Context: an optimization exercise on an open-source flow, tuned for small area. The choices shown serve that exercise and are no tape-out recipe.
Function was checked by simulation only, so behaviour that the tests miss may differ from the original.

## flow/design.v (module list and top-level ports; edited modules follow where they fit)
// module ADD_step3: 37 lines
// module int_compare: 7 lines
// module right_shift: 8 lines
// module mul_26b: 1049 lines
// module cpa_hi: 161 lines
// module cpa_lo: 99 lines
// module adder_8b: 8 lines
// module subtract: 8 lines
// module rounder: 13 lines
// module left_shift: 17 lines
// module FPU_top_level: 105 lines
module FPU_top_level
(
 input         clk,
 input         nrst,
 input  [31:0] floating_point1,
 input  [31:0] floating_point2,
 input  [2:0]  frm,
 input  [6:0]  funct7,
 output [31:0] floating_point_out,
 output [4:0]  flags
 );
  // ...
==> flow/run.sh <==
#!/bin/bash
# synth_recipe.tcl (not shown) runs the flow's synth.tcl, then flattens the netlist and writes it again
# the make line also repeats each setting of config.mk as NAME=value (left out here)
make -C /OpenROAD-flow-scripts/flow DESIGN_CONFIG=/design/flow/config.mk WORK_HOME=/design/flow/orfs CLKGATE_MAP_FILE= SYNTH_SCRIPT=/design/flow/synth_recipe.tcl finish
==> flow/config.mk <==
export PLATFORM = sky130hd
export DESIGN_NAME = FPU_top_level
export DESIGN_NICKNAME = FPU_top_level
export VERILOG_FILES = /design/flow/design.v
export SDC_FILE = /design/flow/constraint.sdc
export NUM_CORES = 4
export LEC_CHECK = 0
export CAP_MARGIN = 20
export CORE_MARGIN = 2
export CORE_UTILIZATION = 40
export SLEW_MARGIN = 20
==> flow/constraint.sdc <==
create_clock -name core_clock -period 10.0 [get_ports {clk}]
set_input_delay 2.0000 -clock core_clock [delete_from_list [all_inputs] [get_ports {clk}]]
set_output_delay 2.0000 -clock core_clock [all_outputs]
set_load 0.01 [all_outputs]
==> out/metrics.yaml, run 1 <==
run_status:
  outcome: "no timing/DRC/antenna violations"
sta:
  fin_tns_setup_ps: 0
  fin_ws_ps: 420
  clock-skew-final_ps: 12.4
  fmax_ghz: 0.104
  setup_viol: 0
  period_share_pct: 95.8
logic_synthesis:
  synth_common_cells: "inv_1, xnor2_1, fa_1, a22oi_1, clkbuf_1"
  syn_nets: 3298
  yosysWarningCount: 1
  async_flop_share_pct: 3.70
  synthAdderAreaFrac_pct: 29.8
  synth_cell_type_count: 94
  synth_edf_count: 0
  synth.avg_cell_area_um2: 8.37
detailed_routing:
  route.met2.wl_um: 38900
  first_iter_violations: 2206
critical_path:
  critical_path.top_delay_family: "adder cells"
  cp_max_fo: 13
  worstPathRequired_ps: 10220
worst_hold_path:
  hp-class: "flip-flop to flip-flop"
  min_to: "r2_rmode[0]$_DFF_P_"
global_route:
  busiest_layer: "met2"
  met1_usage_pct: 36.3
floorplanning:
  core_um2: 58700
  die_y_um: 247
final_layout:
  nClkBuffers: 10
  buffer_area_share_pct: 7.52
  diodes: 1
  reg.largest.list: "r1_big: 32 flops, r1_small: 32 flops, r2_frac: 26 flops"
  clk_share_pct: 1.24
  utilization_pct: 44.2
clocking:
  root_buffer: "clkbuf_16"
  post-cts-setup-buffers: 0
  cts_tree: "built"
  cts-resized-gates: 0
flow_run:
  max-cap-violations: 0
placement:
  post_dp_cell_area_um2: 25600
  gp_congestion: 0.966
==> run 2, diff against run 1 <==
--- a/flow/config.mk
+++ b/flow/config.mk
@@ -7,2 +7,3 @@
 export LEC_CHECK = 0
+export ABC_AREA = 1
 export CAP_MARGIN = 20
==> run 2 against run 1 <==
Against the previous run:
- count of clock-buffer cells in the layout down 1
- highest routed layer is now met4
- cell count up 7.8%
- via count about the same
- largest cell class unchanged
==> out/metrics.yaml, run 2 <==
run_status:
  outcome: "no timing/DRC/antenna violations"  # unchanged
critical_path:
  cp_common_cell: "fa_1"  # unchanged
  r2r_cells: 43  # was 37
  worstPathRequired_ps: 10210  # was 10,220 ps
  cp-start-kind: "flip-flop"  # unchanged
  cp_max_fo: 12  # was 13
  criticalPathCategory: "flip-flop to flip-flop"  # unchanged
  worstPathArrival_ps: 9600  # was 9800 ps
  r2r_end: "r2_exp[1]$_DFF_P_"  # was r2_exp[0]$_DFF_P_
  r2r-start: "r1_small[5]$_DFF_P_"  # was r1_small[6]$_DFF_P_
  r2r_slack_ps: 620  # was 420 ps
  worst_setup_path_end_kind: "flip-flop"  # unchanged
  slowest_stage: "fa_1"  # was ha_1
  cpPeakStageDelay_ps: 560  # was 740 ps
logic_synthesis:
  synth_cell_type_count: 58  # was 94
  ys_seq_area_share_pct: 9.58  # was 9.25%
  netlist_area_um2: 22800  # was 23,600 um2
  syn_nets: 3561  # was 3,298
  yosys.area.top_type_share_pct: 23.3  # was 22.5%
  synth.top_cells.by_area: "fa_1, xor2_1, dfxtp_1"  # was fa_1, xnor2_1, dfxtp_1
  synth_top_area_cell: "fa_1"  # unchanged
  synth_common_cells: "nand2_1, inv_1, xor2_1, fa_1, o22ai_1"  # was inv_1, xnor2_1, fa_1, a22oi_1, clkbuf_1
  synth_edf_count: 0  # unchanged
  async_flop_share_pct: 3.70  # unchanged
  synth_seq_cells: 108  # unchanged
  synth.avg_cell_area_um2: 7.39  # was 8.37 um2
  yosysWarningCount: 1  # unchanged
  syn_inst: 3082  # was 2,819
  synth_most_common_cell: "nand2_1"  # was inv_1
  ys.flop_type: "dfxtp_1"  # unchanged
sta:
  period_share_pct: 93.8  # was 95.8%
  fin_crit_ps: 9380  # was 9580 ps
  clock-skew-final_ps: 15.5  # was 12.4 ps
  slew_headroom_pct: 31.3  # was 25.4%
  whs_ps: 335  # was 336 ps
  fin_ws_ps: 615  # was 420 ps
  slew_violations: 0  # unchanged
  setup_viol: 0  # unchanged
  max_slew.worst_pin.slew_ps: 1030  # was 1110 ps
  fmax_ghz: 0.107  # was 0.104 GHz
  hold_violations: 0  # unchanged
floorplanning:
  die_y_um: 243  # was 247 um
  die_area_um2: 58900  # was 61,000 um2
  initial_core_util_pct: 40.4  # was 40.2%
  core_um2: 56400  # was 58,700 um2
  ioPinCount: 113  # unchanged
  rows: 87  # was 89
  chipWidth_um: 243  # was 247 um
clocking:
  clk_path_buf_depth: 2  # unchanged
  root_buffer: "clkbuf_16"  # unchanged
  clk_latency_ps: 380  # was 370 ps
  cts_buffers: 9  # unchanged
  cts.sinks: 108  # unchanged
  cts.clk_slew.worst_paths_ps: 90  # was 80 ps
  cts_tree: "built"  # unchanged
  cts.htree.levels: 3  # unchanged
final_layout:
  fin_nets: 3586  # was 3,287
  synthToLayoutAreaGrowth_pct: 10.4  # was 9.95%
  mostFrequentLayoutCells: "nand2_1, inv_1, xor2_1"  # was inv_1, xnor2_1, fa_1
  reg.largest.list: "r1_big: 32 flops, r1_small: 32 flops, r2_frac: 26 flops"  # unchanged
  drive_above_1_share_pct: 7.55  # was 8.32%
  utilization_pct: 44.6  # was 44.2%
  diodes: 0  # was 1
  mostFrequentLayoutCell: "nand2_1"  # was inv_1
placement:
  hpwl_um: 64700  # was 64,500 um
  gp_congestion: 0.976  # was 0.966
  io_buffers: 105  # unchanged
  place_ws_ps: 340  # was 435 ps
detailed_routing:
  wire_per_inst_um: 21.0  # was 23.6 um
  drc_errors: 0  # unchanged
  vias: 21800  # about the same
  first_iter_violations: 2215  # was 2,206
  postRouteAntennaNets: 0  # unchanged
  first_pass_iters: 5  # was 6
  routed_wl_um: 81200  # was 84,500 um
  via_per_inst: 5.63  # was 6.07
worst_hold_path:
  hp-class: "flip-flop to flip-flop"  # unchanged
  hold_start: "r1_rmode[1]$_DFF_P_"  # was r1_rmode[0]$_DFF_P_
  holdPathStages: 0  # unchanged
  min_to: "r2_rmode[1]$_DFF_P_"  # was r2_rmode[0]$_DFF_P_
global_route:
  grt_pass1_wl_um: 125000  # was 131,000 um
  grt_start_max_net_pins: 101  # was 69
  grt_usage_pct: 27.1  # was 27.7%
  antenna_found_initial: 0  # was 3
  grt-ovfl-total: 0  # unchanged
  grt_pass1_vias: 21600  # was 22,200
flow_run:
  max-cap-violations: 0  # unchanged
-- run 2: logic make-up (layout without fill, tap and decap cells) --
| family | Yosys count | after routing | synth area share (%) |
|---|---|---|---|
| other | 1 | 1 | 0.0165 |
| AND/OR/NAND/NOR | 880 | 880 | 17.3 |
| AO/OA/AOI/OAI | 638 | 638 | 16.2 |
| adder cells (fa/ha/maj) | 403 | 403 | 30.9 |
| multiplexers | 14 | 14 | 0.615 |
| buffers and inverters | 678 | 708 | 11.6 |
| XOR/XNOR | 360 | 360 | 13.8 |
| flip-flops | 108 | 108 | 9.58 |
-- run 2: cell type report --
class / instances / area [um2]
inverters: 479 / 1810
fillers: 5838 / 31200
well taps: 756 / 946
clock buffers: 9 / 225
repair buffers: 213 / 1870
clock inverters: 7 / 86.3
flip-flops and latches: 108 / 2180
multi-input cells: 2296 / 18000
-- run 2: worst max-delay path by stage --
stage,startpoint,end
6_report,r1_small[5]$_DFF_P_,r2_exp[1]$_DFF_P_
5_1_grt,r1_small[1]$_DFF_P_,r2_exp[1]$_DFF_P_
4_1_cts,r1_big[7]$_DFF_P_,r2_exp[1]$_DFF_P_
3_5_place_dp,r1_small[11]$_DFF_P_,r2_exp[1]$_DFF_P_
3_3_place_gp,r1_small[11]$_DFF_P_,r2_exp[1]$_DFF_P_
2_1_floorplan,r1_small[1]$_DFF_P_,r2_exp[1]$_DFF_P_
-- run 2: metrics by stage --
| stage | TNS, ps | cell area (um2) | instances |
|---|---|---|---|
| 2_1_floorplan | 0 | 22800 | 3082 |
| 3_3_place_gp | 0 | 24800 | 3848 |
| 3_5_place_dp | 0 | 24800 | 3848 |
| 4_1_cts | 0 | 25100 | 3864 |
| 5_1_grt | -16.7 | 25100 | 3868 |
| 6_report | 0 | 25100 | 3868 |
-- run 2: layer usage --
layer / routed length (um) / global-route usage, % / part of all wire, %
met1: 34100 / 36.3 / 42
met2: 36500 / 43.4 / 45
met3: 7240 / 5.25 / 8.9
met4: 3340 / 10.1 / 4.1
met5: 0 / 0 / 0
-- run 2: what timing repair did --
item	4_1_cts	5_1_grt
hold buffers	0	0
setup endpoints to repair	0	11
resized for setup	0	12
buffers inserted	0	4
-- run 2: critical path, delay by kind of cell (launching register included) --
| family | cells | cell delay (ps) |
|---|---|---|
| adder cells (fa/ha/maj) | 10 | 3960 |
| AND/OR/NAND/NOR | 19 | 2540 |
| AO/OA/AOI/OAI | 6 | 1060 |
| buffers and inverters | 7 | 1040 |
| flip-flops | 1 | 450 |
| XOR/XNOR | 1 | 180 |
==> module ADD_step3, before the edit <==
module ADD_step3
  (
   input         ovf_in,
   input         unf_in,
   input         inv,
   input  [1:0]  rmode,       
   input  [7:0]  exponent_max_in,
   input         sign_in,
   input  [25:0] frac_in,
   input         carry_out,
   output [31:0] floating_point_out,
   output [4:0]  flags
   );
   wire [25:0] norm;
   wire [4:0]  lz;
   left_shift nrm (.fraction(frac_in), .result(norm), .shifted_amount(lz));
   wire        fzero = lz[4] & lz[3] & lz[2];
   wire [24:0] round_this = carry_out ? frac_in[25:1] : norm[24:0];
   wire [4:0]  lzn = ~lz | {5{fzero}};
   wire [8:0]  exp_out;
   subtract sub (.a({1'b0, exponent_max_in}),
                 .b(carry_out ? 9'd0 : {4'b1111, lzn}),
                 .ci(1'b1), .s(exp_out));
   wire        ovf = carry_out & (exponent_max_in == 8'hFE) & ~unf_in;
   wire        unf = ~carry_out & exp_out[8] & ~ovf_in;
   wire [22:0] frac_r;
   wire        rounded;
   rounder rnd (.rmode(rmode), .fraction(round_this), .frac_out(frac_r), .rounded(rounded));
   wire        ovf_all = ovf | ovf_in;
   wire        unf_all = unf | unf_in;
   assign flags = {inv, 1'b0, ovf_all, unf_all, ovf_all | unf_all | rounded};
   assign floating_point_out[31]   = sign_in;
   assign floating_point_out[30:0] = inv     ? 31'h7FBFFFFF :
                                     ovf_all ? 31'h7F800000 :
                                     unf_all ? 31'h00000000 :
                                     {exp_out[7:0], frac_r};
endmodule
==> module cpa_hi, before the edit <==
module cpa_hi (
  input  [26:0] a,
  input  [26:0] b,
  input          ci,
  output [26:0] s
);
  wire [26:0] p = a ^ b;
  wire [26:0] g0 = a & b;
  wire [26:0] G0, P0;
  assign G0[0] = g0[0] | (p[0] & ci);
  assign P0[0] = 1'b0;
  assign G0[26:1] = g0[26:1];
  assign P0[26:1] = p[26:1];
  wire G1_1 = G0[1] | (P0[1] & G0[0]);
  wire P1_1 = P0[1] & P0[0];
  wire G1_3 = G0[3] | (P0[3] & G0[2]);
  wire P1_3 = P0[3] & P0[2];
  wire G1_5 = G0[5] | (P0[5] & G0[4]);
  wire P1_5 = P0[5] & P0[4];
  wire G1_7 = G0[7] | (P0[7] & G0[6]);
  wire P1_7 = P0[7] & P0[6];
  wire G1_9 = G0[9] | (P0[9] & G0[8]);
  wire P1_9 = P0[9] & P0[8];
  wire G1_11 = G0[11] | (P0[11] & G0[10]);
  wire P1_11 = P0[11] & P0[10];
  wire G1_13 = G0[13] | (P0[13] & G0[12]);
  wire P1_13 = P0[13] & P0[12];
  wire G1_15 = G0[15] | (P0[15] & G0[14]);
  wire P1_15 = P0[15] & P0[14];
  wire G1_17 = G0[17] | (P0[17] & G0[16]);
  wire P1_17 = P0[17] & P0[16];
  wire G1_19 = G0[19] | (P0[19] & G0[18]);
  wire P1_19 = P0[19] & P0[18];
  wire G1_21 = G0[21] | (P0[21] & G0[20]);
  wire P1_21 = P0[21] & P0[20];
  wire G1_23 = G0[23] | (P0[23] & G0[22]);
  wire P1_23 = P0[23] & P0[22];
  wire G1_25 = G0[25] | (P0[25] & G0[24]);
  wire P1_25 = P0[25] & P0[24];
  wire G2_2 = G0[2] | (P0[2] & G1_1);
  wire P2_2 = P0[2] & P1_1;
  wire G2_3 = G1_3 | (P1_3 & G1_1);
  wire P2_3 = P1_3 & P1_1;
  wire G2_6 = G0[6] | (P0[6] & G1_5);
  wire P2_6 = P0[6] & P1_5;
  wire G2_7 = G1_7 | (P1_7 & G1_5);
  wire P2_7 = P1_7 & P1_5;
  wire G2_10 = G0[10] | (P0[10] & G1_9);
  wire P2_10 = P0[10] & P1_9;
  wire G2_11 = G1_11 | (P1_11 & G1_9);
  wire P2_11 = P1_11 & P1_9;
  wire G2_14 = G0[14] | (P0[14] & G1_13);
  wire P2_14 = P0[14] & P1_13;
  wire G2_15 = G1_15 | (P1_15 & G1_13);
  wire P2_15 = P1_15 & P1_13;
  wire G2_18 = G0[18] | (P0[18] & G1_17);
  wire P2_18 = P0[18] & P1_17;
  wire G2_19 = G1_19 | (P1_19 & G1_17);
  wire P2_19 = P1_19 & P1_17;
  wire G2_22 = G0[22] | (P0[22] & G1_21);
  wire P2_22 = P0[22] & P1_21;
  wire G2_23 = G1_23 | (P1_23 & G1_21);
  wire P2_23 = P1_23 & P1_21;
  wire G2_26 = G0[26] | (P0[26] & G1_25);
  wire P2_26 = P0[26] & P1_25;
  wire G3_4 = G0[4] | (P0[4] & G2_3);
  wire P3_4 = P0[4] & P2_3;
  wire G3_5 = G1_5 | (P1_5 & G2_3);
  wire P3_5 = P1_5 & P2_3;
  wire G3_6 = G2_6 | (P2_6 & G2_3);
  wire P3_6 = P2_6 & P2_3;
  wire G3_7 = G2_7 | (P2_7 & G2_3);
  wire P3_7 = P2_7 & P2_3;
  wire G3_12 = G0[12] | (P0[12] & G2_11);
  wire P3_12 = P0[12] & P2_11;
  wire G3_13 = G1_13 | (P1_13 & G2_11);
  wire P3_13 = P1_13 & P2_11;
  wire G3_14 = G2_14 | (P2_14 & G2_11);
  wire P3_14 = P2_14 & P2_11;
  wire G3_15 = G2_15 | (P2_15 & G2_11);
  wire P3_15 = P2_15 & P2_11;
  wire G3_20 = G0[20] | (P0[20] & G2_19);
  wire P3_20 = P0[20] & P2_19;
  wire G3_21 = G1_21 | (P1_21 & G2_19);
  wire P3_21 = P1_21 & P2_19;
  wire G3_22 = G2_22 | (P2_22 & G2_19);
  wire P3_22 = P2_22 & P2_19;
  wire G3_23 = G2_23 | (P2_23 & G2_19);
  wire P3_23 = P2_23 & P2_19;
  wire G4_8 = G0[8] | (P0[8] & G3_7);
  wire P4_8 = P0[8] & P3_7;
  wire G4_9 = G1_9 | (P1_9 & G3_7);
  wire P4_9 = P1_9 & P3_7;
  wire G4_10 = G2_10 | (P2_10 & G3_7);
  wire P4_10 = P2_10 & P3_7;
  wire G4_11 = G2_11 | (P2_11 & G3_7);
  wire P4_11 = P2_11 & P3_7;
  wire G4_12 = G3_12 | (P3_12 & G3_7);
  wire P4_12 = P3_12 & P3_7;
  wire G4_13 = G3_13 | (P3_13 & G3_7);
  wire P4_13 = P3_13 & P3_7;
  wire G4_14 = G3_14 | (P3_14 & G3_7);
  wire P4_14 = P3_14 & P3_7;
  wire G4_15 = G3_15 | (P3_15 & G3_7);
  wire P4_15 = P3_15 & P3_7;
  wire G4_24 = G0[24] | (P0[24] & G3_23);
  wire P4_24 = P0[24] & P3_23;
  wire G4_25 = G1_25 | (P1_25 & G3_23);
  wire P4_25 = P1_25 & P3_23;
  wire G4_26 = G2_26 | (P2_26 & G3_23);
  wire P4_26 = P2_26 & P3_23;
  wire G5_16 = G0[16] | (P0[16] & G4_15);
  wire P5_16 = P0[16] & P4_15;
  wire G5_17 = G1_17 | (P1_17 & G4_15);
  wire P5_17 = P1_17 & P4_15;
  wire G5_18 = G2_18 | (P2_18 & G4_15);
  wire P5_18 = P2_18 & P4_15;
  wire G5_19 = G2_19 | (P2_19 & G4_15);
  wire P5_19 = P2_19 & P4_15;
  wire G5_20 = G3_20 | (P3_20 & G4_15);
  wire P5_20 = P3_20 & P4_15;
  wire G5_21 = G3_21 | (P3_21 & G4_15);
  wire P5_21 = P3_21 & P4_15;
  wire G5_22 = G3_22 | (P3_22 & G4_15);
  wire P5_22 = P3_22 & P4_15;
  wire G5_23 = G3_23 | (P3_23 & G4_15);
  wire P5_23 = P3_23 & P4_15;
  wire G5_24 = G4_24 | (P4_24 & G4_15);
  wire P5_24 = P4_24 & P4_15;
  wire G5_25 = G4_25 | (P4_25 & G4_15);
  wire P5_25 = P4_25 & P4_15;
  wire G5_26 = G4_26 | (P4_26 & G4_15);
  wire P5_26 = P4_26 & P4_15;
  assign s[0] = p[0] ^ ci;
  assign s[1] = p[1] ^ G0[0];
  assign s[2] = p[2] ^ G1_1;
  assign s[3] = p[3] ^ G2_2;
  assign s[4] = p[4] ^ G2_3;
  assign s[5] = p[5] ^ G3_4;
  assign s[6] = p[6] ^ G3_5;
  assign s[7] = p[7] ^ G3_6;
  assign s[8] = p[8] ^ G3_7;
  assign s[9] = p[9] ^ G4_8;
  assign s[10] = p[10] ^ G4_9;
  assign s[11] = p[11] ^ G4_10;
  assign s[12] = p[12] ^ G4_11;
  assign s[13] = p[13] ^ G4_12;
  assign s[14] = p[14] ^ G4_13;
  assign s[15] = p[15] ^ G4_14;
  assign s[16] = p[16] ^ G4_15;
  assign s[17] = p[17] ^ G5_16;
  assign s[18] = p[18] ^ G5_17;
  assign s[19] = p[19] ^ G5_18;
  assign s[20] = p[20] ^ G5_19;
  assign s[21] = p[21] ^ G5_20;
  assign s[22] = p[22] ^ G5_21;
  assign s[23] = p[23] ^ G5_22;
  assign s[24] = p[24] ^ G5_23;
  assign s[25] = p[25] ^ G5_24;
  assign s[26] = p[26] ^ G5_25;
endmodule
==> module cpa_lo, before the edit <==
module cpa_lo (
  input  [20:0] a,
  input  [20:0] b,
  input          ci,
  output         co
);
  wire [20:0] p = a ^ b;
  wire [20:0] g0 = a & b;
  wire [20:0] G0, P0;
  assign G0[0] = g0[0] | (p[0] & ci);
  assign P0[0] = 1'b0;
  assign G0[20:1] = g0[20:1];
  assign P0[20:1] = p[20:1];
  wire G1_1 = G0[1] | (P0[1] & G0[0]);
  wire P1_1 = P0[1] & P0[0];
  wire G1_3 = G0[3] | (P0[3] & G0[2]);
  wire P1_3 = P0[3] & P0[2];
  wire G1_5 = G0[5] | (P0[5] & G0[4]);
  wire P1_5 = P0[5] & P0[4];
  wire G1_7 = G0[7] | (P0[7] & G0[6]);
  wire P1_7 = P0[7] & P0[6];
  wire G1_9 = G0[9] | (P0[9] & G0[8]);
  wire P1_9 = P0[9] & P0[8];
  wire G1_11 = G0[11] | (P0[11] & G0[10]);
  wire P1_11 = P0[11] & P0[10];
  wire G1_13 = G0[13] | (P0[13] & G0[12]);
  wire P1_13 = P0[13] & P0[12];
  wire G1_15 = G0[15] | (P0[15] & G0[14]);
  wire P1_15 = P0[15] & P0[14];
  wire G1_17 = G0[17] | (P0[17] & G0[16]);
  wire P1_17 = P0[17] & P0[16];
  wire G1_19 = G0[19] | (P0[19] & G0[18]);
  wire P1_19 = P0[19] & P0[18];
  wire G2_2 = G0[2] | (P0[2] & G1_1);
  wire P2_2 = P0[2] & P1_1;
  wire G2_3 = G1_3 | (P1_3 & G1_1);
  wire P2_3 = P1_3 & P1_1;
  wire G2_6 = G0[6] | (P0[6] & G1_5);
  wire P2_6 = P0[6] & P1_5;
  wire G2_7 = G1_7 | (P1_7 & G1_5);
  wire P2_7 = P1_7 & P1_5;
  wire G2_10 = G0[10] | (P0[10] & G1_9);
  wire P2_10 = P0[10] & P1_9;
  wire G2_11 = G1_11 | (P1_11 & G1_9);
  wire P2_11 = P1_11 & P1_9;
  wire G2_14 = G0[14] | (P0[14] & G1_13);
  wire P2_14 = P0[14] & P1_13;
  wire G2_15 = G1_15 | (P1_15 & G1_13);
  wire P2_15 = P1_15 & P1_13;
  wire G2_18 = G0[18] | (P0[18] & G1_17);
  wire P2_18 = P0[18] & P1_17;
  wire G2_19 = G1_19 | (P1_19 & G1_17);
  wire P2_19 = P1_19 & P1_17;
  wire G3_4 = G0[4] | (P0[4] & G2_3);
  wire P3_4 = P0[4] & P2_3;
  wire G3_5 = G1_5 | (P1_5 & G2_3);
  wire P3_5 = P1_5 & P2_3;
  wire G3_6 = G2_6 | (P2_6 & G2_3);
  wire P3_6 = P2_6 & P2_3;
  wire G3_7 = G2_7 | (P2_7 & G2_3);
  wire P3_7 = P2_7 & P2_3;
  wire G3_12 = G0[12] | (P0[12] & G2_11);
  wire P3_12 = P0[12] & P2_11;
  wire G3_13 = G1_13 | (P1_13 & G2_11);
  wire P3_13 = P1_13 & P2_11;
  wire G3_14 = G2_14 | (P2_14 & G2_11);
  wire P3_14 = P2_14 & P2_11;
  wire G3_15 = G2_15 | (P2_15 & G2_11);
  wire P3_15 = P2_15 & P2_11;
  wire G3_20 = G0[20] | (P0[20] & G2_19);
  wire P3_20 = P0[20] & P2_19;
  wire G4_8 = G0[8] | (P0[8] & G3_7);
  wire P4_8 = P0[8] & P3_7;
  wire G4_9 = G1_9 | (P1_9 & G3_7);
  wire P4_9 = P1_9 & P3_7;
  wire G4_10 = G2_10 | (P2_10 & G3_7);
  wire P4_10 = P2_10 & P3_7;
  wire G4_11 = G2_11 | (P2_11 & G3_7);
  wire P4_11 = P2_11 & P3_7;
  wire G4_12 = G3_12 | (P3_12 & G3_7);
  wire P4_12 = P3_12 & P3_7;
  wire G4_13 = G3_13 | (P3_13 & G3_7);
  wire P4_13 = P3_13 & P3_7;
  wire G4_14 = G3_14 | (P3_14 & G3_7);
  wire P4_14 = P3_14 & P3_7;
  wire G4_15 = G3_15 | (P3_15 & G3_7);
  wire P4_15 = P3_15 & P3_7;
  wire G5_16 = G0[16] | (P0[16] & G4_15);
  wire P5_16 = P0[16] & P4_15;
  wire G5_17 = G1_17 | (P1_17 & G4_15);
  wire P5_17 = P1_17 & P4_15;
  wire G5_18 = G2_18 | (P2_18 & G4_15);
  wire P5_18 = P2_18 & P4_15;
  wire G5_19 = G2_19 | (P2_19 & G4_15);
  wire P5_19 = P2_19 & P4_15;
  wire G5_20 = G3_20 | (P3_20 & G4_15);
  wire P5_20 = P3_20 & P4_15;
  assign co = G5_20;
endmodule
==> module FPU_top_level, before the edit <==
module FPU_top_level
(
 input         clk,
 input         nrst,
 input  [31:0] floating_point1,
 input  [31:0] floating_point2,
 input  [2:0]  frm,
 input  [6:0]  funct7,
 output [31:0] floating_point_out,
 output [4:0]  flags
 );
   wire        op_mul = funct7[1];
   wire        swap;
   int_compare cmp (.a(floating_point1[30:0]), .b(floating_point2[30:0]), .lt(swap));
   wire [31:0] big   = swap ? floating_point2 : floating_point1;
   wire [31:0] sml = swap ? floating_point1 : floating_point2;
   wire        rsign = op_mul ? (floating_point1[31] ^ floating_point2[31]) : big[31];
   reg  [1:0]  rmode;    
   always_comb begin
      case (frm)
        3'd0:    rmode = 2'd1;
        3'd2:    rmode = rsign ? 2'd2 : 2'd0;
        3'd3:    rmode = rsign ? 2'd0 : 2'd2;
        3'd4:    rmode = 2'd3;
        default: rmode = 2'd0;
      endcase
   end
   reg  [31:0] r1_big, r1_small;
   reg  [1:0]  r1_rmode;
   reg         r1_mul;
   always_ff @(posedge clk) begin
      r1_big   <= big;
      r1_small <= sml;
      r1_rmode <= rmode;
   end
   always_ff @(posedge clk, negedge nrst) begin
      if (!nrst) r1_mul <= 1'b0;
      else       r1_mul <= op_mul;
   end
   wire        sb = r1_big[31];
   wire        ss = r1_small[31];
   wire [7:0]  eb = r1_big[30:23];
   wire [7:0]  es = r1_small[30:23];
   wire [22:0] mb = r1_big[22:0];
   wire [22:0] ms = r1_small[22:0];
   wire        eff_sub = sb ^ ss;
   wire [8:0]  esum;
   adder_8b exp_add (.a(eb), .b(r1_mul ? es : ~es), .ci(~r1_mul), .s(esum));
   wire [25:0] frac_sh;
   right_shift align (.fraction({1'b1, ms, 2'b00}), .shift_amount(esum[7:0]), .result(frac_sh));
   wire [47:0] px, py;
   mul_26b mul (.ma(mb), .mb(ms), .x(px), .y(py));
   wire        pc21;
   cpa_lo lo (.a(px[20:0]), .b(py[20:0]), .ci(1'b0), .co(pc21));
   wire [26:0] ca = r1_mul ? px[47:21] : {2'b01, mb, 2'b00};
   wire [26:0] cb = r1_mul ? py[47:21] : ({1'b0, frac_sh} ^ {27{eff_sub}});
   wire        cc = r1_mul ? pc21 : eff_sub;
   wire [26:0] t;
   cpa_hi hi (.a(ca), .b(cb), .ci(cc), .s(t));
   wire        zero26 = (t[25:0] == 26'd0);
   wire        add_neg2 = ~eff_sub & sb & zero26;      
   wire        add_zexp = zero26 & ~(~eff_sub & sb);   
   wire        add_carry = t[26] & ~add_neg2;
   wire        add_sign  = sb & ~(eff_sub & zero26);
   wire [7:0]  add_exp   = add_zexp ? 8'd0 : eb;
   wire        add_ovf   = (eb == 8'hFF) & ~add_zexp & ~add_carry;
   wire [7:0]  mul_exp   = {~esum[7], esum[6:0]};
   wire        e127      = (esum == 9'd127);
   wire        mul_unf   = ~esum[8] & ~esum[7] & ~(t[26] & e127);
   wire        mul_ovf   = (esum[8] & esum[7]) | ((esum == 9'd383) & ~t[26]);
   wire        mb_zero = (mb == 23'd0);
   wire        ms_zero = (ms == 23'd0);
   wire        big_inf = (eb == 8'hFF) & mb_zero;
   wire        sml_inf = (es == 8'hFF) & ms_zero;
   wire        sml_zero = (es == 8'h00) & ms_zero;
   wire        inv = r1_mul ? (big_inf & sml_zero) : (big_inf & sml_inf & eff_sub);
   reg  [25:0] r2_frac;
   reg         r2_carry, r2_sign;
   reg  [7:0]  r2_exp;
   reg  [1:0]  r2_rmode;
   reg         r2_ovf, r2_unf, r2_inv;
   always_ff @(posedge clk) begin
      r2_frac  <= t[25:0];
      r2_carry <= r1_mul ? t[26] : add_carry;
      r2_sign  <= r1_mul ? eff_sub : add_sign;
      r2_exp   <= r1_mul ? mul_exp : add_exp;
      r2_rmode <= r1_rmode;
   end
   always_ff @(posedge clk, negedge nrst) begin
      if (!nrst) begin
         r2_ovf <= 1'b0;
         r2_unf <= 1'b0;
         r2_inv <= 1'b0;
      end else begin
         r2_ovf <= r1_mul ? mul_ovf : add_ovf;
         r2_unf <= r1_mul & mul_unf;
         r2_inv <= inv;
      end
   end
   ADD_step3 step3 (
      .ovf_in(r2_ovf), .unf_in(r2_unf), .inv(r2_inv), .rmode(r2_rmode),
      .exponent_max_in(r2_exp), .sign_in(r2_sign), .frac_in(r2_frac),
      .carry_out(r2_carry),
      .floating_point_out(floating_point_out), .flags(flags));
endmodule
==> run 3, diff against run 2 <==
--- a/flow/design.v
+++ b/flow/design.v
@@ -2,10 +2,10 @@
   (
-   input         ovf_in,
-   input         unf_in,
+   input         mul,
+   input         x,
+   input         y,
    input         inv,
    input  [1:0]  rmode,       
-   input  [7:0]  exponent_max_in,
+   input  [7:0]  exponent_in,
    input         sign_in,
-   input  [25:0] frac_in,
-   input         carry_out,
+   input  [26:0] sum,
    output [31:0] floating_point_out,
@@ -13,14 +13,26 @@
    );
+   wire [25:0] frac = sum[25:0];
+   wire        t26  = sum[26];
    wire [25:0] norm;
    wire [4:0]  lz;
-   left_shift nrm (.fraction(frac_in), .result(norm), .shifted_amount(lz));
+   left_shift nrm (.fraction(frac), .result(norm), .shifted_amount(lz));
    wire        fzero = lz[4] & lz[3] & lz[2];
-   wire [24:0] round_this = carry_out ? frac_in[25:1] : norm[24:0];
+   wire        add_z    = ~mul & fzero;
+   wire        neg2     = add_z & ~x & sign_in;    
+   wire        zexp     = add_z & ~(~x & sign_in);
+   wire        carry    = t26 & ~neg2;
+   wire [7:0]  exp      = zexp ? 8'd0 : exponent_in;
+   wire        sign     = sign_in & ~(add_z & x);
+   wire        e255_in  = (exponent_in == 8'hFF);
+   wire        ovf_in   = mul ? (x | (e255_in & ~y & ~t26))
+                              : (e255_in & ~zexp & ~carry);
+   wire        unf_in   = y & ~(t26 & e255_in);
+   wire [24:0] round_this = t26 ? frac[25:1] : norm[24:0];
    wire [4:0]  lzn = ~lz | {5{fzero}};
    wire [8:0]  exp_out;
-   subtract sub (.a({1'b0, exponent_max_in}),
-                 .b(carry_out ? 9'd0 : {4'b1111, lzn}),
+   subtract sub (.a({1'b0, exp}),
+                 .b(carry ? 9'd0 : {4'b1111, lzn}),
                  .ci(1'b1), .s(exp_out));
-   wire        ovf = carry_out & (exponent_max_in == 8'hFE) & ~unf_in;
-   wire        unf = ~carry_out & exp_out[8] & ~ovf_in;
+   wire        ovf = carry & (exp == 8'hFE) & ~unf_in;
+   wire        unf = ~carry & exp_out[8] & ~ovf_in;
    wire [22:0] frac_r;
@@ -31,3 +43,3 @@
    assign flags = {inv, 1'b0, ovf_all, unf_all, ovf_all | unf_all | rounded};
-   assign floating_point_out[31]   = sign_in;
+   assign floating_point_out[31]   = sign;
    assign floating_point_out[30:0] = inv     ? 31'h7FBFFFFF :
@@ -1140,96 +1152,66 @@
   wire P1_25 = P0[25] & P0[24];
-  wire G2_2 = G0[2] | (P0[2] & G1_1);
-  wire P2_2 = P0[2] & P1_1;
   wire G2_3 = G1_3 | (P1_3 & G1_1);
   wire P2_3 = P1_3 & P1_1;
-  wire G2_6 = G0[6] | (P0[6] & G1_5);
-  wire P2_6 = P0[6] & P1_5;
   wire G2_7 = G1_7 | (P1_7 & G1_5);
   wire P2_7 = P1_7 & P1_5;
-  wire G2_10 = G0[10] | (P0[10] & G1_9);
-  wire P2_10 = P0[10] & P1_9;
   wire G2_11 = G1_11 | (P1_11 & G1_9);
   wire P2_11 = P1_11 & P1_9;
-  wire G2_14 = G0[14] | (P0[14] & G1_13);
-  wire P2_14 = P0[14] & P1_13;
   wire G2_15 = G1_15 | (P1_15 & G1_13);
   wire P2_15 = P1_15 & P1_13;
-  wire G2_18 = G0[18] | (P0[18] & G1_17);
-  wire P2_18 = P0[18] & P1_17;
   wire G2_19 = G1_19 | (P1_19 & G1_17);
   wire P2_19 = P1_19 & P1_17;
-  wire G2_22 = G0[22] | (P0[22] & G1_21);
-  wire P2_22 = P0[22] & P1_21;
   wire G2_23 = G1_23 | (P1_23 & G1_21);
   wire P2_23 = P1_23 & P1_21;
-  wire G2_26 = G0[26] | (P0[26] & G1_25);
-  wire P2_26 = P0[26] & P1_25;
-  wire G3_4 = G0[4] | (P0[4] & G2_3);
-  wire P3_4 = P0[4] & P2_3;
-  wire G3_5 = G1_5 | (P1_5 & G2_3);
-  wire P3_5 = P1_5 & P2_3;
-  wire G3_6 = G2_6 | (P2_6 & G2_3);
-  wire P3_6 = P2_6 & P2_3;
   wire G3_7 = G2_7 | (P2_7 & G2_3);
   wire P3_7 = P2_7 & P2_3;
-  wire G3_12 = G0[12] | (P0[12] & G2_11);
-  wire P3_12 = P0[12] & P2_11;
-  wire G3_13 = G1_13 | (P1_13 & G2_11);
-  wire P3_13 = P1_13 & P2_11;
-  wire G3_14 = G2_14 | (P2_14 & G2_11);
-  wire P3_14 = P2_14 & P2_11;
   wire G3_15 = G2_15 | (P2_15 & G2_11);
   wire P3_15 = P2_15 & P2_11;
-  wire G3_20 = G0[20] | (P0[20] & G2_19);
-  wire P3_20 = P0[20] & P2_19;
-  wire G3_21 = G1_21 | (P1_21 & G2_19);
-  wire P3_21 = P1_21 & P2_19;
-  wire G3_22 = G2_22 | (P2_22 & G2_19);
-  wire P3_22 = P2_22 & P2_19;
   wire G3_23 = G2_23 | (P2_23 & G2_19);
   wire P3_23 = P2_23 & P2_19;
-  wire G4_8 = G0[8] | (P0[8] & G3_7);
-  wire P4_8 = P0[8] & P3_7;
-  wire G4_9 = G1_9 | (P1_9 & G3_7);
-  wire P4_9 = P1_9 & P3_7;
-  wire G4_10 = G2_10 | (P2_10 & G3_7);
-  wire P4_10 = P2_10 & P3_7;
-  wire G4_11 = G2_11 | (P2_11 & G3_7);
-  wire P4_11 = P2_11 & P3_7;
-  wire G4_12 = G3_12 | (P3_12 & G3_7);
-  wire P4_12 = P3_12 & P3_7;
-  wire G4_13 = G3_13 | (P3_13 & G3_7);
-  wire P4_13 = P3_13 & P3_7;
-  wire G4_14 = G3_14 | (P3_14 & G3_7);
-  wire P4_14 = P3_14 & P3_7;
   wire G4_15 = G3_15 | (P3_15 & G3_7);
   wire P4_15 = P3_15 & P3_7;
-  wire G4_24 = G0[24] | (P0[24] & G3_23);
-  wire P4_24 = P0[24] & P3_23;
-  wire G4_25 = G1_25 | (P1_25 & G3_23);
-  wire P4_25 = P1_25 & P3_23;
-  wire G4_26 = G2_26 | (P2_26 & G3_23);
-  wire P4_26 = P2_26 & P3_23;
-  wire G5_16 = G0[16] | (P0[16] & G4_15);
-  wire P5_16 = P0[16] & P4_15;
-  wire G5_17 = G1_17 | (P1_17 & G4_15);
-  wire P5_17 = P1_17 & P4_15;
-  wire G5_18 = G2_18 | (P2_18 & G4_15);
-  wire P5_18 = P2_18 & P4_15;
-  wire G5_19 = G2_19 | (P2_19 & G4_15);
-  wire P5_19 = P2_19 & P4_15;
-  wire G5_20 = G3_20 | (P3_20 & G4_15);
-  wire P5_20 = P3_20 & P4_15;
-  wire G5_21 = G3_21 | (P3_21 & G4_15);
-  wire P5_21 = P3_21 & P4_15;
-  wire G5_22 = G3_22 | (P3_22 & G4_15);
-  wire P5_22 = P3_22 & P4_15;
   wire G5_23 = G3_23 | (P3_23 & G4_15);
   wire P5_23 = P3_23 & P4_15;
-  wire G5_24 = G4_24 | (P4_24 & G4_15);
-  wire P5_24 = P4_24 & P4_15;
-  wire G5_25 = G4_25 | (P4_25 & G4_15);
-  wire P5_25 = P4_25 & P4_15;
-  wire G5_26 = G4_26 | (P4_26 & G4_15);
-  wire P5_26 = P4_26 & P4_15;
+  wire G6_11 = G2_11 | (P2_11 & G3_7);
+  wire P6_11 = P2_11 & P3_7;
+  wire G6_19 = G2_19 | (P2_19 & G4_15);
+  wire P6_19 = P2_19 & P4_15;
+  wire G7_5 = G1_5 | (P1_5 & G2_3);
+  wire P7_5 = P1_5 & P2_3;
+  wire G7_9 = G1_9 | (P1_9 & G3_7);
+  wire P7_9 = P1_9 & P3_7;
+  wire G7_13 = G1_13 | (P1_13 & G6_11);
+  wire P7_13 = P1_13 & P6_11;
+  wire G7_17 = G1_17 | (P1_17 & G4_15);
+  wire P7_17 = P1_17 & P4_15;
+  wire G7_21 = G1_21 | (P1_21 & G6_19);
+  wire P7_21 = P1_21 & P6_19;
+  wire G7_25 = G1_25 | (P1_25 & G5_23);
+  wire P7_25 = P1_25 & P5_23;
+  wire G8_2 = G0[2] | (P0[2] & G1_1);
+  wire P8_2 = P0[2] & P1_1;
+  wire G8_4 = G0[4] | (P0[4] & G2_3);
+  wire P8_4 = P0[4] & P2_3;
+  wire G8_6 = G0[6] | (P0[6] & G7_5);
+  wire P8_6 = P0[6] & P7_5;
+  wire G8_8 = G0[8] | (P0[8] & G3_7);
+  wire P8_8 = P0[8] & P3_7;
+  wire G8_10 = G0[10] | (P0[10] & G7_9);
+  wire P8_10 = P0[10] & P7_9;
+  wire G8_12 = G0[12] | (P0[12] & G6_11);
+  wire P8_12 = P0[12] & P6_11;
+  wire G8_14 = G0[14] | (P0[14] & G7_13);
+  wire P8_14 = P0[14] & P7_13;
+  wire G8_16 = G0[16] | (P0[16] & G4_15);
+  wire P8_16 = P0[16] & P4_15;
+  wire G8_18 = G0[18] | (P0[18] & G7_17);
+  wire P8_18 = P0[18] & P7_17;
+  wire G8_20 = G0[20] | (P0[20] & G6_19);
+  wire P8_20 = P0[20] & P6_19;
+  wire G8_22 = G0[22] | (P0[22] & G7_21);
+  wire P8_22 = P0[22] & P7_21;
+  wire G8_24 = G0[24] | (P0[24] & G5_23);
+  wire P8_24 = P0[24] & P5_23;
+  wire G8_26 = G0[26] | (P0[26] & G7_25);
+  wire P8_26 = P0[26] & P7_25;
   assign s[0] = p[0] ^ ci;
@@ -1237,26 +1219,26 @@
   assign s[2] = p[2] ^ G1_1;
-  assign s[3] = p[3] ^ G2_2;
+  assign s[3] = p[3] ^ G8_2;
   assign s[4] = p[4] ^ G2_3;
-  assign s[5] = p[5] ^ G3_4;
-  assign s[6] = p[6] ^ G3_5;
-  assign s[7] = p[7] ^ G3_6;
+  assign s[5] = p[5] ^ G8_4;
+  assign s[6] = p[6] ^ G7_5;
+  assign s[7] = p[7] ^ G8_6;
   assign s[8] = p[8] ^ G3_7;
-  assign s[9] = p[9] ^ G4_8;
-  assign s[10] = p[10] ^ G4_9;
-  assign s[11] = p[11] ^ G4_10;
-  assign s[12] = p[12] ^ G4_11;
-  assign s[13] = p[13] ^ G4_12;
-  assign s[14] = p[14] ^ G4_13;
-  assign s[15] = p[15] ^ G4_14;
+  assign s[9] = p[9] ^ G8_8;
+  assign s[10] = p[10] ^ G7_9;
+  assign s[11] = p[11] ^ G8_10;
+  assign s[12] = p[12] ^ G6_11;
+  assign s[13] = p[13] ^ G8_12;
+  assign s[14] = p[14] ^ G7_13;
+  assign s[15] = p[15] ^ G8_14;
   assign s[16] = p[16] ^ G4_15;
-  assign s[17] = p[17] ^ G5_16;
-  assign s[18] = p[18] ^ G5_17;
-  assign s[19] = p[19] ^ G5_18;
-  assign s[20] = p[20] ^ G5_19;
-  assign s[21] = p[21] ^ G5_20;
-  assign s[22] = p[22] ^ G5_21;
-  assign s[23] = p[23] ^ G5_22;
+  assign s[17] = p[17] ^ G8_16;
+  assign s[18] = p[18] ^ G7_17;
+  assign s[19] = p[19] ^ G8_18;
+  assign s[20] = p[20] ^ G6_19;
+  assign s[21] = p[21] ^ G8_20;
+  assign s[22] = p[22] ^ G7_21;
+  assign s[23] = p[23] ^ G8_22;
   assign s[24] = p[24] ^ G5_23;
-  assign s[25] = p[25] ^ G5_24;
-  assign s[26] = p[26] ^ G5_25;
+  assign s[25] = p[25] ^ G8_24;
+  assign s[26] = p[26] ^ G7_25;
 endmodule
@@ -1277,85 +1259,41 @@
   wire P1_1 = P0[1] & P0[0];
-  wire G1_3 = G0[3] | (P0[3] & G0[2]);
-  wire P1_3 = P0[3] & P0[2];
-  wire G1_5 = G0[5] | (P0[5] & G0[4]);
-  wire P1_5 = P0[5] & P0[4];
-  wire G1_7 = G0[7] | (P0[7] & G0[6]);
-  wire P1_7 = P0[7] & P0[6];
-  wire G1_9 = G0[9] | (P0[9] & G0[8]);
-  wire P1_9 = P0[9] & P0[8];
-  wire G1_11 = G0[11] | (P0[11] & G0[10]);
-  wire P1_11 = P0[11] & P0[10];
-  wire G1_13 = G0[13] | (P0[13] & G0[12]);
-  wire P1_13 = P0[13] & P0[12];
-  wire G1_15 = G0[15] | (P0[15] & G0[14]);
-  wire P1_15 = P0[15] & P0[14];
-  wire G1_17 = G0[17] | (P0[17] & G0[16]);
-  wire P1_17 = P0[17] & P0[16];
-  wire G1_19 = G0[19] | (P0[19] & G0[18]);
-  wire P1_19 = P0[19] & P0[18];
   wire G2_2 = G0[2] | (P0[2] & G1_1);
   wire P2_2 = P0[2] & P1_1;
-  wire G2_3 = G1_3 | (P1_3 & G1_1);
-  wire P2_3 = P1_3 & P1_1;
-  wire G2_6 = G0[6] | (P0[6] & G1_5);
-  wire P2_6 = P0[6] & P1_5;
-  wire G2_7 = G1_7 | (P1_7 & G1_5);
-  wire P2_7 = P1_7 & P1_5;
-  wire G2_10 = G0[10] | (P0[10] & G1_9);
-  wire P2_10 = P0[10] & P1_9;
-  wire G2_11 = G1_11 | (P1_11 & G1_9);
-  wire P2_11 = P1_11 & P1_9;
-  wire G2_14 = G0[14] | (P0[14] & G1_13);
-  wire P2_14 = P0[14] & P1_13;
-  wire G2_15 = G1_15 | (P1_15 & G1_13);
-  wire P2_15 = P1_15 & P1_13;
-  wire G2_18 = G0[18] | (P0[18] & G1_17);
-  wire P2_18 = P0[18] & P1_17;
-  wire G2_19 = G1_19 | (P1_19 & G1_17);
-  wire P2_19 = P1_19 & P1_17;
-  wire G3_4 = G0[4] | (P0[4] & G2_3);
-  wire P3_4 = P0[4] & P2_3;
-  wire G3_5 = G1_5 | (P1_5 & G2_3);
-  wire P3_5 = P1_5 & P2_3;
-  wire G3_6 = G2_6 | (P2_6 & G2_3);
-  wire P3_6 = P2_6 & P2_3;
-  wire G3_7 = G2_7 | (P2_7 & G2_3);
-  wire P3_7 = P2_7 & P2_3;
-  wire G3_12 = G0[12] | (P0[12] & G2_11);
-  wire P3_12 = P0[12] & P2_11;
-  wire G3_13 = G1_13 | (P1_13 & G2_11);
-  wire P3_13 = P1_13 & P2_11;
-  wire G3_14 = G2_14 | (P2_14 & G2_11);
-  wire P3_14 = P2_14 & P2_11;
-  wire G3_15 = G2_15 | (P2_15 & G2_11);
-  wire P3_15 = P2_15 & P2_11;
-  wire G3_20 = G0[20] | (P0[20] & G2_19);
-  wire P3_20 = P0[20] & P2_19;
-  wire G4_8 = G0[8] | (P0[8] & G3_7);
-  wire P4_8 = P0[8] & P3_7;
-  wire G4_9 = G1_9 | (P1_9 & G3_7);
-  wire P4_9 = P1_9 & P3_7;
-  wire G4_10 = G2_10 | (P2_10 & G3_7);
-  wire P4_10 = P2_10 & P3_7;
-  wire G4_11 = G2_11 | (P2_11 & G3_7);
-  wire P4_11 = P2_11 & P3_7;
-  wire G4_12 = G3_12 | (P3_12 & G3_7);
-  wire P4_12 = P3_12 & P3_7;
-  wire G4_13 = G3_13 | (P3_13 & G3_7);
-  wire P4_13 = P3_13 & P3_7;
-  wire G4_14 = G3_14 | (P3_14 & G3_7);
-  wire P4_14 = P3_14 & P3_7;
-  wire G4_15 = G3_15 | (P3_15 & G3_7);
-  wire P4_15 = P3_15 & P3_7;
-  wire G5_16 = G0[16] | (P0[16] & G4_15);
-  wire P5_16 = P0[16] & P4_15;
-  wire G5_17 = G1_17 | (P1_17 & G4_15);
-  wire P5_17 = P1_17 & P4_15;
-  wire G5_18 = G2_18 | (P2_18 & G4_15);
-  wire P5_18 = P2_18 & P4_15;
-  wire G5_19 = G2_19 | (P2_19 & G4_15);
-  wire P5_19 = P2_19 & P4_15;
-  wire G5_20 = G3_20 | (P3_20 & G4_15);
-  wire P5_20 = P3_20 & P4_15;
-  assign co = G5_20;
+  wire G3_3 = G0[3] | (P0[3] & G2_2);
+  wire P3_3 = P0[3] & P2_2;
+  wire G4_4 = G0[4] | (P0[4] & G3_3);
+  wire P4_4 = P0[4] & P3_3;
+  wire G5_5 = G0[5] | (P0[5] & G4_4);
+  wire P5_5 = P0[5] & P4_4;
+  wire G6_6 = G0[6] | (P0[6] & G5_5);
+  wire P6_6 = P0[6] & P5_5;
+  wire G7_7 = G0[7] | (P0[7] & G6_6);
+  wire P7_7 = P0[7] & P6_6;
+  wire G8_8 = G0[8] | (P0[8] & G7_7);
+  wire P8_8 = P0[8] & P7_7;
+  wire G9_9 = G0[9] | (P0[9] & G8_8);
+  wire P9_9 = P0[9] & P8_8;
+  wire G10_10 = G0[10] | (P0[10] & G9_9);
+  wire P10_10 = P0[10] & P9_9;
+  wire G11_11 = G0[11] | (P0[11] & G10_10);
+  wire P11_11 = P0[11] & P10_10;
+  wire G12_12 = G0[12] | (P0[12] & G11_11);
+  wire P12_12 = P0[12] & P11_11;
+  wire G13_13 = G0[13] | (P0[13] & G12_12);
+  wire P13_13 = P0[13] & P12_12;
+  wire G14_14 = G0[14] | (P0[14] & G13_13);
+  wire P14_14 = P0[14] & P13_13;
+  wire G15_15 = G0[15] | (P0[15] & G14_14);
+  wire P15_15 = P0[15] & P14_14;
+  wire G16_16 = G0[16] | (P0[16] & G15_15);
+  wire P16_16 = P0[16] & P15_15;
+  wire G17_17 = G0[17] | (P0[17] & G16_16);
+  wire P17_17 = P0[17] & P16_16;
+  wire G18_18 = G0[18] | (P0[18] & G17_17);
+  wire P18_18 = P0[18] & P17_17;
+  wire G19_19 = G0[19] | (P0[19] & G18_18);
+  wire P19_19 = P0[19] & P18_18;
+  wire G20_20 = G0[20] | (P0[20] & G19_19);
+  wire P20_20 = P0[20] & P19_19;
+  assign co = G20_20;
 endmodule
@@ -1466,13 +1404,5 @@
    cpa_hi hi (.a(ca), .b(cb), .ci(cc), .s(t));
-   wire        zero26 = (t[25:0] == 26'd0);
-   wire        add_neg2 = ~eff_sub & sb & zero26;      
-   wire        add_zexp = zero26 & ~(~eff_sub & sb);   
-   wire        add_carry = t[26] & ~add_neg2;
-   wire        add_sign  = sb & ~(eff_sub & zero26);
-   wire [7:0]  add_exp   = add_zexp ? 8'd0 : eb;
-   wire        add_ovf   = (eb == 8'hFF) & ~add_zexp & ~add_carry;
-   wire [7:0]  mul_exp   = {~esum[7], esum[6:0]};
-   wire        e127      = (esum == 9'd127);
-   wire        mul_unf   = ~esum[8] & ~esum[7] & ~(t[26] & e127);
-   wire        mul_ovf   = (esum[8] & esum[7]) | ((esum == 9'd383) & ~t[26]);
+   wire [7:0]  mul_exp = {~esum[7], esum[6:0]};
+   wire        mul_big = esum[8] & esum[7];      
+   wire        mul_low = ~esum[8] & ~esum[7];    
    wire        mb_zero = (mb == 23'd0);
@@ -1483,12 +1413,12 @@
    wire        inv = r1_mul ? (big_inf & sml_zero) : (big_inf & sml_inf & eff_sub);
-   reg  [25:0] r2_frac;
-   reg         r2_carry, r2_sign;
+   reg  [26:0] r2_t;
+   reg         r2_sign, r2_x;
    reg  [7:0]  r2_exp;
    reg  [1:0]  r2_rmode;
-   reg         r2_ovf, r2_unf, r2_inv;
+   reg         r2_mul, r2_y, r2_inv;
    always_ff @(posedge clk) begin
-      r2_frac  <= t[25:0];
-      r2_carry <= r1_mul ? t[26] : add_carry;
-      r2_sign  <= r1_mul ? eff_sub : add_sign;
-      r2_exp   <= r1_mul ? mul_exp : add_exp;
+      r2_t     <= t;
+      r2_sign  <= r1_mul ? eff_sub : sb;
+      r2_exp   <= r1_mul ? mul_exp : eb;
+      r2_x     <= r1_mul ? mul_big : eff_sub;
       r2_rmode <= r1_rmode;
@@ -1497,8 +1427,8 @@
       if (!nrst) begin
-         r2_ovf <= 1'b0;
-         r2_unf <= 1'b0;
+         r2_mul <= 1'b0;
+         r2_y   <= 1'b0;
          r2_inv <= 1'b0;
       end else begin
-         r2_ovf <= r1_mul ? mul_ovf : add_ovf;
-         r2_unf <= r1_mul & mul_unf;
+         r2_mul <= r1_mul;
+         r2_y   <= r1_mul & mul_low;
          r2_inv <= inv;
@@ -1507,5 +1437,4 @@
    ADD_step3 step3 (
-      .ovf_in(r2_ovf), .unf_in(r2_unf), .inv(r2_inv), .rmode(r2_rmode),
-      .exponent_max_in(r2_exp), .sign_in(r2_sign), .frac_in(r2_frac),
-      .carry_out(r2_carry),
+      .mul(r2_mul), .x(r2_x), .y(r2_y), .inv(r2_inv), .rmode(r2_rmode),
+      .exponent_in(r2_exp), .sign_in(r2_sign), .sum(r2_t),
       .floating_point_out(floating_point_out), .flags(flags));
==> run 3 against run 2 <==
Against the previous run:
- routed wire length fell by 2.5%
- via count fell by 2.1%
- design area fell by 2.1%
- global-route usage fell by 0.41 points
- critical path type is now flip-flop to primary output
==> out/metrics.yaml, run 3 <==
global_route:
  grt_pass1_vias: 21100  # was 21,600
  grt_start_max_net_pins: 85  # was 101
  busiest_layer: "met2"  # unchanged
  met1_usage_pct: 36.6  # was 36.3%
  grt_usage_pct: 26.7  # was 27.1%
  use_met2_pct: 41.7  # was 43.4%
  use_met3_pct: 4.77  # was 5.25%
  grt_pass1_wl_um: 123000  # was 125,000 um
  antenna_found_initial: 2  # was 0
  grt-ovfl-total: 0  # unchanged
logic_synthesis:
  synth.avg_cell_area_um2: 7.33  # was 7.39 um2
  yosysWarningCount: 1  # unchanged
  synth_common_cells: "inv_1, nand2_1, xor2_1, fa_1, o22ai_1"  # was nand2_1, inv_1, xor2_1, fa_1, o22ai_1
  synth_edf_count: 0  # unchanged
  synth_top_area_cell: "fa_1"  # unchanged
  synth.top_cells.by_area: "fa_1, xor2_1, dfxtp_1"  # unchanged
  yosys.area.top_type_share_pct: 24.2  # was 23.3%
  ys.flop_type: "dfxtp_1"  # unchanged
  netlist_area_um2: 22600  # was 22,800 um2
  ys_seq_area_share_pct: 9.74  # was 9.58%
  synth_most_common_cell: "inv_1"  # was nand2_1
  syn_nets: 3572  # was 3,561
  synth_seq_cells: 109  # was 108
  async_flop_share_pct: 3.67  # was 3.70%
  syn_inst: 3086  # was 3,082
  synth_cell_type_count: 55  # was 58
worst_hold_path:
  holdPathStages: 0  # unchanged
  hp-class: "flip-flop to flip-flop"  # unchanged
clocking:
  ctsHoldBuffers: 0  # unchanged
  cts.clk_slew.worst_paths_ps: 70  # was 90 ps
  cts.htree.levels: 3  # unchanged
  clk_latency_ps: 370  # was 380 ps
  cts_tree: "built"  # unchanged
  cts_buffers: 9  # unchanged
  clk_path_buf_depth: 2  # unchanged
  root_buffer: "clkbuf_16"  # unchanged
  cts-resized-gates: 0  # unchanged
  cts.sinks: 109  # was 108
  post-cts-setup-buffers: 0  # unchanged
sta:
  fmax_ghz: 0.109  # was 0.107 GHz
  fin_crit_ps: 9140  # was 9380 ps
  max_slew.worst_pin.slew_ps: 1030  # about the same
  period_share_pct: 91.4  # was 93.8%
  grt_setup_unrepaired: "no"
  clock-skew-final_ps: 11.2  # was 15.5 ps
  hold_violations: 0  # unchanged
  slew_violations: 0  # unchanged
  setup_viol: 0  # unchanged
  slew_headroom_pct: 30.3  # was 31.3%
  fin_tns_setup_ps: 0  # unchanged
final_layout:
  fillers: 5827  # was 5,838
  drive_above_1_share_pct: 5.01  # was 7.55%
  mostFrequentLayoutCell: "inv_1"  # was nand2_1
  fin_nets: 3552  # was 3,586
  diodes: 0  # unchanged
  utilization_pct: 43.8  # was 44.6%
  synthToLayoutAreaGrowth_pct: 8.83  # was 10.4%
  mostFrequentLayoutCells: "inv_1, nand2_1, xor2_1"  # was nand2_1, inv_1, xor2_1
  reg.largest.list: "r1_big: 32 flops, r1_small: 32 flops, r2_t: 27 flops"  # was r1_big: 32 flops, r1_small: 32 flops, r2_frac: 26 flops
detailed_routing:
  postRouteAntennaNets: 0  # unchanged
  first_pass_iters: 6  # was 5
  wire_per_inst_um: 20.7  # was 21.0 um
  drc_errors: 0  # unchanged
  vias: 21300  # was 21,800
  first_iter_violations: 2102  # was 2,215
  routed_wl_um: 79200  # was 81,200 um
  via_per_inst: 5.57  # was 5.63
floorplanning:
  initial_core_util_pct: 40.3  # was 40.4%
  core_um2: 56200  # was 56,400 um2
  die_area_um2: 58500  # was 58,900 um2
  ioPinCount: 113  # unchanged
  rows: 87  # unchanged
  chipWidth_um: 242  # was 243 um
  die_y_um: 242  # was 243 um
critical_path:
  cp.depth: 36  # was 43
  criticalPathCategory: "flip-flop to primary output"  # was flip-flop to flip-flop
  path_buf_inv: 6  # was 7
  cp_max_fo: 32  # was 12
  worst_setup_path_end_kind: "primary output"  # was flip-flop
  slowest_stage: "clkdlybuf4s50_1"  # was fa_1
  worstPathArrival_ps: 7140  # was 9600 ps
  cp-start-kind: "flip-flop"  # unchanged
  critical_path.top_delay_family: "simple AND/OR/NAND/NOR gates"  # was adder cells
  r2r_cells: 57  # was 43
  worstPathRequired_ps: 8000  # was 10,210 ps
  cpPeakStageDelay_ps: 540  # was 560 ps
placement:
  io_buffers: 105  # unchanged
  gp_congestion: 0.969  # was 0.976
  hpwl_um: 60800  # was 64,700 um
flow_run:
  max-cap-violations: 0  # unchanged
run_status:
  outcome: "no timing/DRC/antenna violations"  # unchanged
[run 3: cell count changes after synthesis, moves of 8 or more]
| cell | delta |
|---|---|
| nand3_1 | -95 |
| inv_1 | +52 |
| o21ai_1 | +43 |
| nor2_1 | +21 |
| nand2_2 | -16 |
| o21ai_0 | -16 |
| inv_2 | +13 |
| nand3_2 | -10 |
| xor2_1 | -10 |
| fa_1 | +8 |
| mux2i_1 | -8 |
| nor2_4 | -8 |
| o21bai_1 | +8 |
[run 3: per-layer routing]
| metal | up-vias | share of wire [%] |
|---|---|---|
| li1 | 9847 | - |
| met1 | 10100 | 42 |
| met2 | 1129 | 44 |
| met3 | 231 | 9.2 |
| met4 | 4 | 4.3 |
| met5 | - | 0.039 |
[run 3: path summary, 6_finish.rpt]
| check | from | end | slack (ps) |
|---|---|---|---|
| setup / recovery | r2_t[12]$_DFF_P_ | floating_point_out[20] | 860 |
| hold reg to reg | r1_rmode[0]$_DFF_P_ | r2_rmode[0]$_DFF_P_ | 330 |
| min in group asynchronous | nrst | r2_inv$_DFF_PN0_ | 1820 |
| max in group asynchronous | nrst | r1_mul$_DFF_PN0_ | 7990 |
| hold / removal | r1_rmode[0]$_DFF_P_ | r2_rmode[0]$_DFF_P_ | 330 |
| setup reg to reg | r1_small[1]$_DFF_P_ | r2_t[24]$_DFF_P_ | 900 |
[run 3: logic make-up (layout without fill, tap and decap cells)]
group                      Yosys count  count (layout)  synth area share [%]
xor gates and xnor gates           344             344                  13.3
AOI/OAI and AO/OA                  688             688                  17.6
and+or+nand+nor                    783             783                  14.6
buffers and inverters              745             730                  12.7
other                                1               1                0.0166
muxes                                6               6                 0.266
adders and majority gates          410             410                  31.7
DFF                                109             109                  9.74
[run 3: area by class of cell]
type | count | area (um2) | area share (%)
clock buffer | 10 | 229 | 0.930
clock inverter | 6 | 95.1 | 0.386
inverter | 548 | 2060 | 8.36
multi-input combinational | 2232 | 17600 | 71.4
sequential | 109 | 2200 | 8.95
tap | 756 | 946 | 3.84
timing repair buffer | 166 | 1510 | 6.13
[run 3: through the flow]
step           hold WS [ps]  cells  worst slack (ps)  area, um2
2_1_floorplan           310   3086              2010      22600
3_3_place_gp            313   3811              1090      24300
3_5_place_dp            314   3811               895      24300
4_1_cts                 331   3827               857      24600
5_1_grt                 343   3827              54.9      24600
6_report                328   3827               863      24600

separate check: timing with driven ports:
How much do the figures lean on ideal ports? The routed layouts below were timed once more, with nothing changed but the port constraints. Step 1, drivers: a clkbuf_16 drives clk and a buf_2 each remaining input, both assumed. Step 2 also shifts input and output timing later by t, the mid clock arrival at the registers, as if the neighbouring blocks saw the same clock. Slacks: no drivers / after step 1 / after step 2; pairs: no drivers / after step 1.
run | t, ns | setup WS [ns] | hold WS [ns] | worst setup path at the end
run 1 | 0.413 | 0.420 / 0.420 / 0.420 | 0.336 / 0.336 / 0.336 | register to register
run 2 | 0.421 | 0.615 / 0.615 / 0.615 | 0.335 / 0.335 / 0.335 | register to register
run 3 | 0.412 | 0.863 / 0.815 / 0.902 | 0.328 / 0.328 / 0.328 | register to register
After both steps every run listed still meets setup and hold.
